Context: an optimization exercise on an open-source flow, tuned for a short achievable clock period and few clock cycles. The choices shown serve that exercise and are no tape-out recipe. Only simulation tests tie the RTL to the original design; equivalence was not proved. Power figures rest on the tool's default switching activity, not on a simulated workload.

File: design/flow/design.v
`timescale 1ns / 1ps
module ALU(
input	signed	[31:0]	ALU_A,		 
input	signed	[31:0]	ALU_B,		 
input			[2:0]	ALU_OP,		
output	reg		[31:0]	ALU_OUT,	
output	reg				zero		 
    );
parameter	A_NOP	= 3'h0;			
parameter	A_ADD	= 3'h1;			
parameter	A_SUB	= 3'h2;			
parameter	A_AND	= 3'h3;			
parameter	A_OR	= 3'h4;			
parameter	A_XOR	= 3'h5;			
parameter	A_NOR	= 3'h6;			
parameter	BGTZ	= 3'b111;
always@(*)
begin
	case(ALU_OP)
		A_NOP:		ALU_OUT = 32'h0;
		A_ADD:		ALU_OUT = ALU_A + ALU_B;
		A_SUB:		ALU_OUT = ALU_A - ALU_B;
		A_AND:		ALU_OUT = ALU_A & ALU_B;
		A_OR:		ALU_OUT = ALU_A | ALU_B;
		A_XOR:		ALU_OUT = ALU_A ^ ALU_B;
		A_NOR:		ALU_OUT = ~(ALU_A | ALU_B);
		BGTZ:		ALU_OUT = (ALU_A > 0) ? 32'h0 : 32'h1;
		default: 	ALU_OUT = 32'h0;
	endcase
end
always@(*)
begin
	zero = ALU_OUT ? 0 : 1;		 
end
endmodule
`timescale 1ns / 1ps
module Control_Unit(
input					clk,
input					rst_n,
input		[31:0]		memOut,
input					IorD,			
input					MemWrite,
input					MemtoReg,
input					IRWrite,
input					PCWrite,
input					RegWrite,
input					RegDst,
input					Branch,
input		[1:0]		PCSrc,
input		[2:0]		ALUControl,
input					ALUSrcA,
input		[1:0]		ALUSrcB,
input		[2:0]		ALUOP,
input		[31:0]		ALUResult,
input		[31:0]		r1_out,
input		[31:0]		r2_out,
input					zero,
output	reg	[7:0]		MemAddr,
output	reg	[31:0]		MemData,
output	reg	[4:0] 		r1_addr,
output	reg	[4:0]		r2_addr,
output	reg	[4:0]		r3_addr,
output	reg	[31:0]		r3_in,
output	reg	[31:0]		ALU_A,
output	reg	[31:0]		ALU_B,
output	reg	[31:0]		instr,
output	reg	[31:0]		data
    );
reg	signed	[31:0]	sign_extend;
reg			[31:0]		pc_sec;
reg			[31:0]		PC;
reg						PCEN;
reg			[31:0]		ALUOut;
always@(posedge clk or negedge rst_n)
begin
	if(~rst_n)
	begin
		instr <= 32'h0;
	end
	else
	begin
		instr <= IRWrite ? memOut : instr;
	end
end
always@(*)
begin
	if(~rst_n)
	begin
		data = 32'h0;
	end
	else
	begin
		data = memOut;
	end
end
always@(*)
begin
	sign_extend = $signed(instr[15:0]);
end
always@(*)
begin
	if(~rst_n)
	begin
		r1_addr = 5'h0;
		r2_addr = 5'h0;
		r3_addr = 5'h0;
	end
	else
	begin
		r1_addr = instr[25:21];
		r2_addr = instr[20:16];
		r3_addr = RegDst ? instr[15:11] : instr[20:16];
	end
end
always@(*)
begin
	if(~rst_n)
	begin
		ALU_A = 32'h0;
		ALU_B = 32'h0;
	end
	else
	begin
		ALU_A = ALUSrcA ? r1_out : PC;
		case(ALUSrcB)
			2'b00:	ALU_B = r2_out;
			2'b01:	ALU_B = 32'h4;
			2'b10:	ALU_B = sign_extend;
			2'b11:	ALU_B = (sign_extend << 2);
		endcase
	end
end
always@(posedge clk or negedge rst_n)
begin
	if(~rst_n)
	begin
		ALUOut <= 32'h0;
	end
	else
	begin
		ALUOut <= ALUResult;
	end
end
always@(*)
begin
	if(~rst_n)
	begin
		r3_in = 32'h0;
	end
	else
	begin
		r3_in = MemtoReg ? data : ALUOut;
	end
end
always@(*)
begin
	if(~rst_n)
	begin
		MemAddr = 8'd100;
	end
	else
	begin
		MemAddr = IorD ? (ALUOut >> 2) : (PC >> 2);		
	end
end
always@(*)
begin
	if(~rst_n)
	begin
		MemData = 32'h0;
	end
	else
	begin
		MemData = r2_out;
	end
end
always@(*)
begin
	if(~rst_n)
	begin
		pc_sec = 32'h0;
	end
	else
	begin
		case(PCSrc)
			2'b00:	pc_sec = ALUResult;
			2'b01:	pc_sec = ALUOut;
			2'b10:	pc_sec = {PC[31:28], instr[25:0], 2'b00};
			default:	pc_sec = {PC[31:28], instr[25:0], 2'b00};
		endcase
	end
end
always@(*)
begin
	if(~rst_n)
	begin
		PCEN = 0;
	end
	else
	begin
		PCEN = (zero && Branch) || PCWrite;
	end
end	
always@(posedge clk or negedge rst_n)
begin
	if(~rst_n)
	begin
		PC <= 32'h0;
	end
	else
	begin
		PC <= PCEN ? pc_sec : PC;
	end
end
endmodule
`timescale 1ns / 1ps
module Control_Unit_Signal(
input					clk,
input					rst_n,
input		[3:0]		curState,
output	reg				IorD,			 
output	reg				MemWrite,
output	reg				MemtoReg,
output	reg				IRWrite,
output	reg				PCWrite,
output	reg				RegWrite,
output	reg				RegDst,
output	reg				Branch,
output	reg	[1:0]		PCSrc,
output	reg	[2:0]		ALUControl,
output	reg				ALUSrcA,
output	reg	[1:0]		ALUSrcB,
output	reg	[2:0]		ALUOP
    );
parameter idle			= 4'b0000;
parameter fetch			= 4'b0001;		
parameter decode		= 4'b0010;		
parameter memAddress 	= 4'b0011;		
parameter memRead 		= 4'b0100;		
parameter memWriteBack	= 4'b0101;		
parameter memWrite		= 4'b0110;		
parameter execute		= 4'b0111;		
parameter ALUWriteBack	= 4'b1000;		 
parameter branch		= 4'b1001;		
parameter addiExecute	= 4'b1010;		 
parameter addiWriteBack = 4'b1011;		 
parameter jump			= 4'b1100;		
parameter suspend		= 4'b1101;
always@(*)
begin
	if(~rst_n)
	begin
		IorD		= 0;
		MemWrite	= 0;
		MemtoReg	= 0;
		IRWrite		= 0;
		PCWrite		= 0;
		RegWrite	= 0;
		RegDst		= 0;
		Branch		= 0;
		PCSrc		= 2'b00;
		ALUControl	= 3'b000;
		ALUSrcA		= 0;
		ALUSrcB		= 2'b00;
		ALUOP		= 2'b00;
	end
	else
	begin
		case(curState)
			idle:
				begin
					IorD		= 0;
					MemWrite	= 0;
					MemtoReg	= 0;
					IRWrite		= 0;
					PCWrite		= 0;
					RegWrite	= 0;
					RegDst		= 0;
					Branch		= 0;
					PCSrc		= 2'b00;
					ALUControl	= 3'b000;
					ALUSrcA		= 0;
					ALUSrcB		= 2'b00;
					ALUOP		= 2'b00;
				end
			fetch:
				begin
					IorD		= 0;
					MemWrite	= 0;
					MemtoReg	= 0;
					IRWrite		= 1;
					PCWrite		= 1;
					RegWrite	= 0;
					RegDst		= 0;
					Branch		= 0;
					PCSrc		= 2'b00;
					ALUControl	= 3'b000;
					ALUSrcA		= 0;
					ALUSrcB		= 2'b01;
					ALUOP		= 2'b001;
				end
			suspend:
				begin
					IorD		= 0;
					MemWrite	= 0;
					MemtoReg	= 0;
					IRWrite		= 1;
					PCWrite		= 0;
					RegWrite	= 0;
					RegDst		= 0;
					Branch		= 0;
					PCSrc		= 2'b00;
					ALUControl	= 3'b000;
					ALUSrcA		= 0;
					ALUSrcB		= 2'b01;
					ALUOP		= 2'b001;
				end
			decode:
				begin
					IorD		= 0;
					MemWrite	= 0;
					MemtoReg	= 0;
					IRWrite		= 0;
					PCWrite		= 0;
					RegWrite	= 0;
					RegDst		= 0;
					Branch		= 0;
					PCSrc		= 2'b00;
					ALUControl	= 3'b000;
					ALUSrcA		= 0;
					ALUSrcB		= 2'b11;
					ALUOP		= 2'b001;
				end
			memAddress:
				begin
					IorD		= 0;
					MemWrite	= 0;
					MemtoReg	= 0;
					IRWrite		= 0;
					PCWrite		= 0;
					RegWrite	= 0;
					RegDst		= 0;
					Branch		= 0;
					PCSrc		= 2'b00;
					ALUControl	= 3'b000;
					ALUSrcA		= 1;
					ALUSrcB		= 2'b10;
					ALUOP		= 2'b001;
				end
			memRead:
				begin
					IorD		= 1;
					MemWrite	= 0;
					MemtoReg	= 0;
					IRWrite		= 0;
					PCWrite		= 0;
					RegWrite	= 0;
					RegDst		= 0;
					Branch		= 0;
					PCSrc		= 2'b00;
					ALUControl	= 3'b000;
					ALUSrcA		= 0;
					ALUSrcB		= 2'b00;
					ALUOP		= 2'b001;
				end
			memWriteBack:
				begin
					IorD		= 0;
					MemWrite	= 0;
					MemtoReg	= 1;
					IRWrite		= 0;
					PCWrite		= 0;
					RegWrite	= 1;
					RegDst		= 0;
					Branch		= 0;
					PCSrc		= 2'b00;
					ALUControl	= 3'b000;
					ALUSrcA		= 0;
					ALUSrcB		= 2'b00;
					ALUOP		= 2'b001;
				end
			memWrite:
				begin
					IorD		= 1;
					MemWrite	= 1;
					MemtoReg	= 0;
					IRWrite		= 0;
					PCWrite		= 0;
					RegWrite	= 0;
					RegDst		= 0;
					Branch		= 0;
					PCSrc		= 2'b00;
					ALUControl	= 3'b000;
					ALUSrcA		= 0;
					ALUSrcB		= 2'b00;
					ALUOP		= 2'b001;
				end
			execute:
				begin
					IorD		= 0;
					MemWrite	= 0;
					MemtoReg	= 0;
					IRWrite		= 0;
					PCWrite		= 0;
					RegWrite	= 0;
					RegDst		= 0;
					Branch		= 0;
					PCSrc		= 2'b00;
					ALUControl	= 3'b000;
					ALUSrcA		= 1;
					ALUSrcB		= 2'b00;
					ALUOP		= 2'b001;
				end
			ALUWriteBack:
				begin
					IorD		= 0;
					MemWrite	= 0;
					MemtoReg	= 0;
					IRWrite		= 0;
					PCWrite		= 0;
					RegWrite	= 1;
					RegDst		= 1;
					Branch		= 0;
					PCSrc		= 2'b00;
					ALUControl	= 3'b000;
					ALUSrcA		= 0;
					ALUSrcB		= 2'b00;
					ALUOP		= 2'b001;
				end
			branch:
				begin
					IorD		= 0;
					MemWrite	= 0;
					MemtoReg	= 0;
					IRWrite		= 0;
					PCWrite		= 0;
					RegWrite	= 0;
					RegDst		= 0;
					Branch		= 1;
					PCSrc		= 2'b01;
					ALUControl	= 3'b000;
					ALUSrcA		= 1;
					ALUSrcB		= 2'b00;
					ALUOP		= 3'b111;
				end
			addiExecute:
				begin
					IorD		= 0;
					MemWrite	= 0;
					MemtoReg	= 0;
					IRWrite		= 0;
					PCWrite		= 0;
					RegWrite	= 0;
					RegDst		= 0;
					Branch		= 0;
					PCSrc		= 2'b00;
					ALUControl	= 3'b000;
					ALUSrcA		= 1;
					ALUSrcB		= 2'b10;
					ALUOP		= 2'b001;
				end
			addiWriteBack:
				begin
					IorD		= 0;
					MemWrite	= 0;
					MemtoReg	= 0;
					IRWrite		= 0;
					PCWrite		= 0;
					RegWrite	= 1;
					RegDst		= 0;
					Branch		= 0;
					PCSrc		= 2'b00;
					ALUControl	= 3'b000;
					ALUSrcA		= 0;
					ALUSrcB		= 2'b00;
					ALUOP		= 2'b001;
				end
			jump:
				begin
					IorD		= 0;
					MemWrite	= 0;
					MemtoReg	= 0;
					IRWrite		= 0;
					PCWrite		= 1;
					RegWrite	= 0;
					RegDst		= 0;
					Branch		= 0;
					PCSrc		= 2'b10;
					ALUControl	= 3'b000;
					ALUSrcA		= 0;
					ALUSrcB		= 2'b00;
					ALUOP		= 2'b001;
				end
			default:
				begin
					IorD		= 0;
					MemWrite	= 0;
					MemtoReg	= 0;
					IRWrite		= 0;
					PCWrite		= 0;
					RegWrite	= 0;
					RegDst		= 0;
					Branch		= 0;
					PCSrc		= 2'b00;
					ALUControl	= 3'b000;
					ALUSrcA		= 0;
					ALUSrcB		= 2'b00;
					ALUOP		= 2'b00;
				end
		endcase
	end
end
endmodule
`timescale 1ns / 1ps
module Finite_State_Machine(
input					clk,
input					rst_n,
input		[31:0]		In,
output	reg	[3:0]		currentState
    );
reg	[5:0]	OP;
reg	[5:0]	Funct;
reg	[3:0]	State;
reg	[3:0]	curState;
reg	[3:0]	nextState;
parameter idle			= 4'b0000;
parameter fetch			= 4'b0001;		
parameter decode		= 4'b0010;		
parameter memAddress 	= 4'b0011;		
parameter memRead 		= 4'b0100;		
parameter memWriteBack	= 4'b0101;		
parameter memWrite		= 4'b0110;		
parameter execute		= 4'b0111;		
parameter ALUWriteBack	= 4'b1000;		 
parameter branch		= 4'b1001;		
parameter addiExecute	= 4'b1010;		 
parameter addiWriteBack = 4'b1011;		 
parameter jump			= 4'b1100;		
parameter suspend		= 4'b1101;
parameter addi	= 6'b001000;
parameter add	= 6'b000000;
parameter lw	= 6'b100011;
parameter sw	= 6'b101011;
parameter bgtz	= 6'b000111;
parameter j		= 6'b000010;
always@(*)
begin
	OP = In[31:26];
	Funct = In[5:0];
end
always@(posedge clk or negedge rst_n)
begin
	if(~rst_n)
	begin
		curState <= idle;
	end
	else
	begin
		curState <= nextState;
	end
end
always@(*)
begin
	if(~rst_n)
	begin
		nextState = fetch;
	end
	else
	begin
		case(curState)
			idle:			nextState = fetch;
			fetch:			nextState = suspend;
			suspend:		nextState = decode;
			decode:
				case(OP)
					lw:		nextState = memAddress;
					sw:		nextState = memAddress;
					add:	nextState = execute;
					bgtz:	nextState = branch;
					addi:	nextState = addiExecute;
					j:		nextState = jump;
					default:	nextState = fetch;
				endcase
			memAddress:		nextState = OP == lw ? memRead : memWrite;
			memRead:		nextState = memWriteBack;
			memWriteBack:	nextState = fetch;
			memWrite:		nextState = fetch;
			execute:		nextState = ALUWriteBack;
			ALUWriteBack:	nextState = fetch;
			branch:			nextState = fetch;
			addiExecute:	nextState = addiWriteBack;
			addiWriteBack:	nextState = fetch;
			jump:			nextState = fetch;
			default:		nextState = fetch;
		endcase
	end
end
always@(*)
begin
	if(~rst_n)
	begin
		currentState = idle;
	end
	else
	begin
		currentState = curState;
	end
end
endmodule
`timescale 1ns / 1ps
module Register_File(
input							clk,
input							rst_n,
input			 		 [4:0] 	r1_addr,	 
input			 		 [4:0] 	r2_addr,	 
input					 [4:0] 	r3_addr,	
input			signed	[31:0]	r3_in,	
input							r3_we,	
output	reg 	signed	[31:0]	r1_out,	 
output	reg 	signed	[31:0]	r2_out	 
    );
reg [31:0] reg_stack [31:0];
integer i;
always@(posedge clk or negedge rst_n)
begin
	if(~rst_n)
	begin
		for(i = 0; i < 32; i = i + 1)
		begin
			reg_stack[i] <= 32'h0;
		end
	end
	else if(r3_we)
	begin
		reg_stack[r3_addr] <= r3_in;
	end
end
always@(posedge clk or negedge rst_n)
begin
	if(~rst_n)
		begin
			r1_out <= 32'h0;
			r2_out <= 32'h0;	
		end
	else
		begin
			r1_out <= reg_stack[r1_addr];
			r2_out <= reg_stack[r2_addr];
		end
end
endmodule
`timescale 1ns / 1ps
module Top(
input			clk,
input			rst_n,
output	[7:0]	mem_addr,
output	[31:0]	mem_wdata,
output			mem_we,
input	[31:0]	mem_rdata
    );
wire	[2:0]	add = 3'h1;
wire	[31:0]	memOut;
wire	[31:0]	PC;
wire			IorD;
wire			MemWrite;
wire			MemtoReg;
wire			IRWrite;
wire			PCWrite;
wire			RegWrite;
wire			RegDst;
wire			Branch;
wire	[1:0]	PCSrc;
wire	[2:0]	ALUControl;
wire			ALUSrcA;
wire	[1:0]	ALUSrcB;
wire	[2:0]	ALUOP;
wire	[31:0]	ALUResult;
wire	[31:0]	r1_out;
wire	[31:0]	r2_out;
wire	[31:0]	r3_in;
wire	[31:0]	ALU_A;
wire	[31:0]	ALU_B;
wire			zero;
wire	[7:0]	MemAddr;
wire	[31:0]	MemData;
wire	[4:0]	r1_addr;	
wire	[4:0]	r2_addr;
wire	[4:0]	r3_addr;
wire	[31:0]	data;
wire	[31:0]	instr;
wire	[3:0]	currentState;
Finite_State_Machine	u_Finite_State_Machine(
.clk		(clk),
.rst_n		(rst_n),
.In			(instr),
.currentState		(currentState)
);
ALU			u_ALU(
.ALU_A		(ALU_A),		 
.ALU_B		(ALU_B),		 
.ALU_OP		(ALUOP),		
.ALU_OUT	(ALUResult),	
.zero		(zero)		 
);
Control_Unit		u_Control_Unit(
.clk				(clk),
.rst_n				(rst_n),
.memOut				(memOut),
.IorD				(IorD),			
.MemWrite			(MemWrite),
.MemtoReg			(MemtoReg),
.IRWrite			(IRWrite),
.PCWrite			(PCWrite),
.RegWrite			(RegWrite),
.RegDst				(RegDst),
.Branch				(Branch),
.PCSrc				(PCSrc),
.ALUControl			(ALUControl),
.ALUSrcA			(ALUSrcA),
.ALUSrcB			(ALUSrcB),
.ALUOP				(ALUOP),
.ALUResult			(ALUResult),
.r1_out				(r1_out),
.r2_out				(r2_out),
.zero				(zero),
.MemAddr			(MemAddr),
.MemData			(MemData),
.r1_addr			(r1_addr),	
.r2_addr			(r2_addr),
.r3_addr			(r3_addr),
.r3_in				(r3_in),
.ALU_A				(ALU_A),
.ALU_B				(ALU_B),
.instr				(instr),
.data				(data)
);
Control_Unit_Signal		u_Control_Unit_Signal(
.clk				(clk),
.rst_n				(rst_n),
.curState			(currentState),
.IorD				(IorD),			
.MemWrite			(MemWrite),
.MemtoReg			(MemtoReg),
.IRWrite			(IRWrite),
.PCWrite			(PCWrite),
.RegWrite			(RegWrite),
.RegDst				(RegDst),
.Branch				(Branch),
.PCSrc				(PCSrc),
.ALUControl			(ALUControl),
.ALUSrcA			(ALUSrcA),
.ALUSrcB			(ALUSrcB),
.ALUOP				(ALUOP)
);
Register_File		u_Register_File(
.clk				(clk),
.rst_n				(rst_n),
.r1_addr			(r1_addr),	 
.r2_addr			(r2_addr),	 
.r3_addr			(r3_addr),	
.r3_in				(r3_in),	
.r3_we				(RegWrite),	
.r1_out				(r1_out),	 
.r2_out				(r2_out)	 
);
assign	mem_addr	= MemAddr;
assign	mem_wdata	= MemData;
assign	mem_we		= MemWrite;
assign	memOut		= mem_rdata;
endmodule
File: design/flow/run.sh
#!/bin/bash
# synth_recipe.tcl (not shown) runs the flow's synth.tcl, then flattens the netlist and writes it again
# the make line also repeats each setting of config.mk as NAME=value (left out here)
make -C /OpenROAD-flow-scripts/flow DESIGN_CONFIG=/design/flow/config.mk WORK_HOME=/design/flow/orfs CLKGATE_MAP_FILE= SYNTH_SCRIPT=/design/flow/synth_recipe.tcl finish
File: design/flow/config.mk
export PLATFORM = sky130hd
export DESIGN_NAME = Top
export DESIGN_NICKNAME = Top
export VERILOG_FILES = /design/flow/design.v
export SDC_FILE = /design/flow/constraint.sdc
export NUM_CORES = 4
export LEC_CHECK = 0
export CAP_MARGIN = 20
export CORE_MARGIN = 2
export CORE_UTILIZATION = 40
export PLACE_DENSITY = 0.6
export SLEW_MARGIN = 20
File: design/flow/constraint.sdc
create_clock -name core_clock -period 10.0 [get_ports {clk}]
set_input_delay 2.0000 -clock core_clock [delete_from_list [all_inputs] [get_ports {clk}]]
set_output_delay 2.0000 -clock core_clock [all_outputs]
set_load 0.01 [all_outputs]
==> reports/results.ini <==
[worst_setup_path]
crit_fanout = 120
worstPathArrival_ns = 8.54
crit_type = primary input to flop
crit_path_max_incr_delay_ns = 0.63
cp_slowest_cell = o41ai_1
worstSetupStartpointType = primary input
required_ns = 10.70
end_kind = flop

[finish]
n_fill_cell = 13580
final_cell_mix = 1188 x dfrtp_1, 1164 x nand2_1, 1087 x o21ai_0, 389 x a22oi_1, 222 x nor2_1
final_util = 0.4562
final_nets = 6106
area_delta_synth_final_pct = 13.63
final_common_cell = dfrtp_1
drive_gt1_frac = 0.09141

[synthesis]
synth_top_cell_by_area = dfrtp_1
async_flop_share = 1.000
syn-num-nets = 6308
synth_flop_cell = dfrtp_1
ys_ff_latch = 1188
netlist_area_um2 = 57400
yosysWarnings = 6
yosysSeqAreaShare = 0.5180
postSynthAreaPerCell_um2 = 9.201
synth_top_area_share = 0.5180
netlist_instances = 6238
synth.area.top_cells = dfrtp_1 52%, o21ai_0 9.5%, nand2_1 7.8%, a22oi_1 5.1%, clkbuf_1 3.3%
synth_edf_count = 0
synth_cell_types = 71

[clock_tree]
clockBufferDepth = 3
clock_latency_ns = 0.82
numCtsBuffers = 130
htree_levels = 4
post_cts_buffers = 0
cts_sinks = 1188
path_clk_slew_ns = 0.06
cts_tree = done
cts_resized = 0
clock-root-buffer = clkbuf_16
ctsHoldBuffers = 0

[outcome]
outcome = complete, no violations

[die]
coreArea_um2 = 143000
die_w_um = 382.8
die_y_um = 382.8
start_util = 0.4015
ios = 75
dieArea_um2 = 146500
rows = 139

[timing]
holdWs_ns = 0.5093
slew_violations = 0
slew_headroom = 0.1414
finClkSkew_ns = 0.04251
fmax_mhz = 127.5
worstMarginPinSlew_ns = 1.285
setup_tns_ns = 0
setup_violations = 0
hold_viol = 0
fin_crit_sh = 0.7842
finalWorstSetupSlack_ns = 2.158
min_period_ns = 7.842
rsz0062_at_grt = false

[global_routing]
grt_pass1_vias = 52330
grt_max_degree = 135
antenna_found_initial = 29
grt.overflow.total = 0
gr-usage-all-layers = 0.3939
grt_pass1_wl_mm = 409.4

[placement]
dp_hpwl_mm = 168.3
gp_congestion = 0.9711
dp_slack_ns = 1.445
portBuffers = 74

[power]
power_density_nw_per_um2 = 207.3
p_leak_nw = 27.08
power_mw = 13.52
ir_drop_mv = 0.1393

[detailed_routing]
top_layer_used = met5
ant_nets = 0
route.detailed.wl_per_inst_um = 36.64
drt_drc_violations_left = 0
via_per_inst = 7.054
routed_wl_mm = 295.3
drtPass1Iterations = 13
wl_met1_mm = 104.9
via_count = 56850
wl_met3_mm = 49.78
drt_first_iter_violations = 12430
wl_met2_mm = 116.2

[min_path]
worstHoldPathType = flop to flop

[run]
maxCapViolCount = 0

==> cell usage after synthesis, drive strengths merged (12+ instances only) <==
library cell	instances
a21o	25
a31oi	12
a221oi	193
a22oi	389
clkbuf	509
nor3	88
nand4	140
buf	55
mux2i	30
o21a	15
nand3	106
o22ai	22
mux2	67
a311oi	13
o31ai	28
o21ai	1087
nor4	16
nand2	1202
dfrtp	1188
xnor2	24
a222oi	128
a21oi	191
ha	35
nor2	285
and2	45
inv	22
a22o	195
xor2	22
==> cell families after synthesis <==
group                      Yosys count  share of synthesized area
and+or+nand+nor                   1933                     0.1429
xor gates and xnor gates            46                   0.007019
adders and majority gates           36                   0.007979
muxes                               97                    0.01838
buffers and inverters              586                    0.03917
AOI/OAI and AO/OA                 2352                     0.2666
DFF                               1188                     0.5180
==> worst paths after layout <==
path,start,to,slack [ns],depth (start not counted)
worst max-delay path,rst_n,u_Control_Unit.PC[30],2.16,25
worst min-delay path,u_Control_Unit.PC[13],u_Control_Unit.PC[13],0.51,2
worst max register to register,u_Finite_State_Machine.curState[0],u_Control_Unit.PC[30],3.17,25
worst min register to register,u_Control_Unit.PC[13],u_Control_Unit.PC[13],0.51,2
max in group asynchronous,rst_n,u_Register_File.reg_stack[18][28],5.09,6
min in group asynchronous,rst_n,u_Control_Unit.instr[3],1.12,1
==> layer usage <==
| metal | global-route usage | vias to the layer above |
|---|---|---|
| li1 | - | 22570 |
| met1 | 0.4918 | 27230 |
| met2 | 0.5354 | 5364 |
| met3 | 0.1925 | 1653 |
| met4 | 0.2562 | 36 |
| met5 | 0.005622 | - |
==> power by group <==
group	total, mW	internal [mW]	switching (mW)
combinational	2.64	0.714	1.93
sequential	5.65	5.17	0.480
clock	5.23	3.08	2.15
==> sequential cells by signal (all words and copies together) (netlist names) <==
name	count
u_Register_File.r2_out	32
u_Register_File.r1_out	32
u_Finite_State_Machine.curState	4
u_Control_Unit.instr	32
u_Register_File.reg_stack	1024
u_Control_Unit.PC	32
u_Control_Unit.ALUOut	32
==> per-stage QoR <==
stage | area, um2 | instances
detailed placement | 60530 | 7804
floorplan | 57400 | 6238
global placement | 60530 | 7804
finish | 65220 | 8060
global route | 65180 | 8043
CTS | 65100 | 8037
==> cell type report <==
class	count	area, um2	area share
clock inverter	47	680.7	0.01044
multi-input combinational	4464	26180	0.4015
timing repair buffer	230	2225	0.03411
sequential	1188	29730	0.4558
inverter	22	82.58	0.001266
tap	1903	2381	0.03651
clock buffer	186	3890	0.05964
antenna	20	50.05	0.0007674
==> worst max-delay path, delay by kind of cell <==
kind / cells / cell delay, ns
buffers and inverters: 2 / 0.35
adder cells (fa/ha/maj): 3 / 0.87
AO/OA/AOI/OAI: 11 / 2.32
AND/OR/NAND/NOR: 9 / 2.83
Testbench counts, summed over its fixed seeds: cycles 123,263.

## re-timing with driven ports
Ports are ideal in the flow. The routed layout listed here was re-timed in OpenROAD.
Step 1, drivers: a clkbuf_16 drives clk and a buf_2 each remaining input, both assumed.
Step 2 times the ports against the registers' clock, not the clock port: input delays grow and output delays shrink by t, the midpoint of the rising clock arrivals with the driver on.
Slacks: ideal / step 1 / step 2; pairs: ideal / step 1.
shift t [ns]: 0.876
setup WS [ns]: 2.158 / 2.149 / 1.273
hold WS [ns]: 0.509 / 0.509 / 0.509
latest minus earliest clock arrival (ns): 0.044 / 0.044
pins driven straight from the clock port: 1
After both steps setup and hold are still met in this run. The setup slack of this run moves by -0.009 ns with the drivers and by -0.885 ns with both steps.
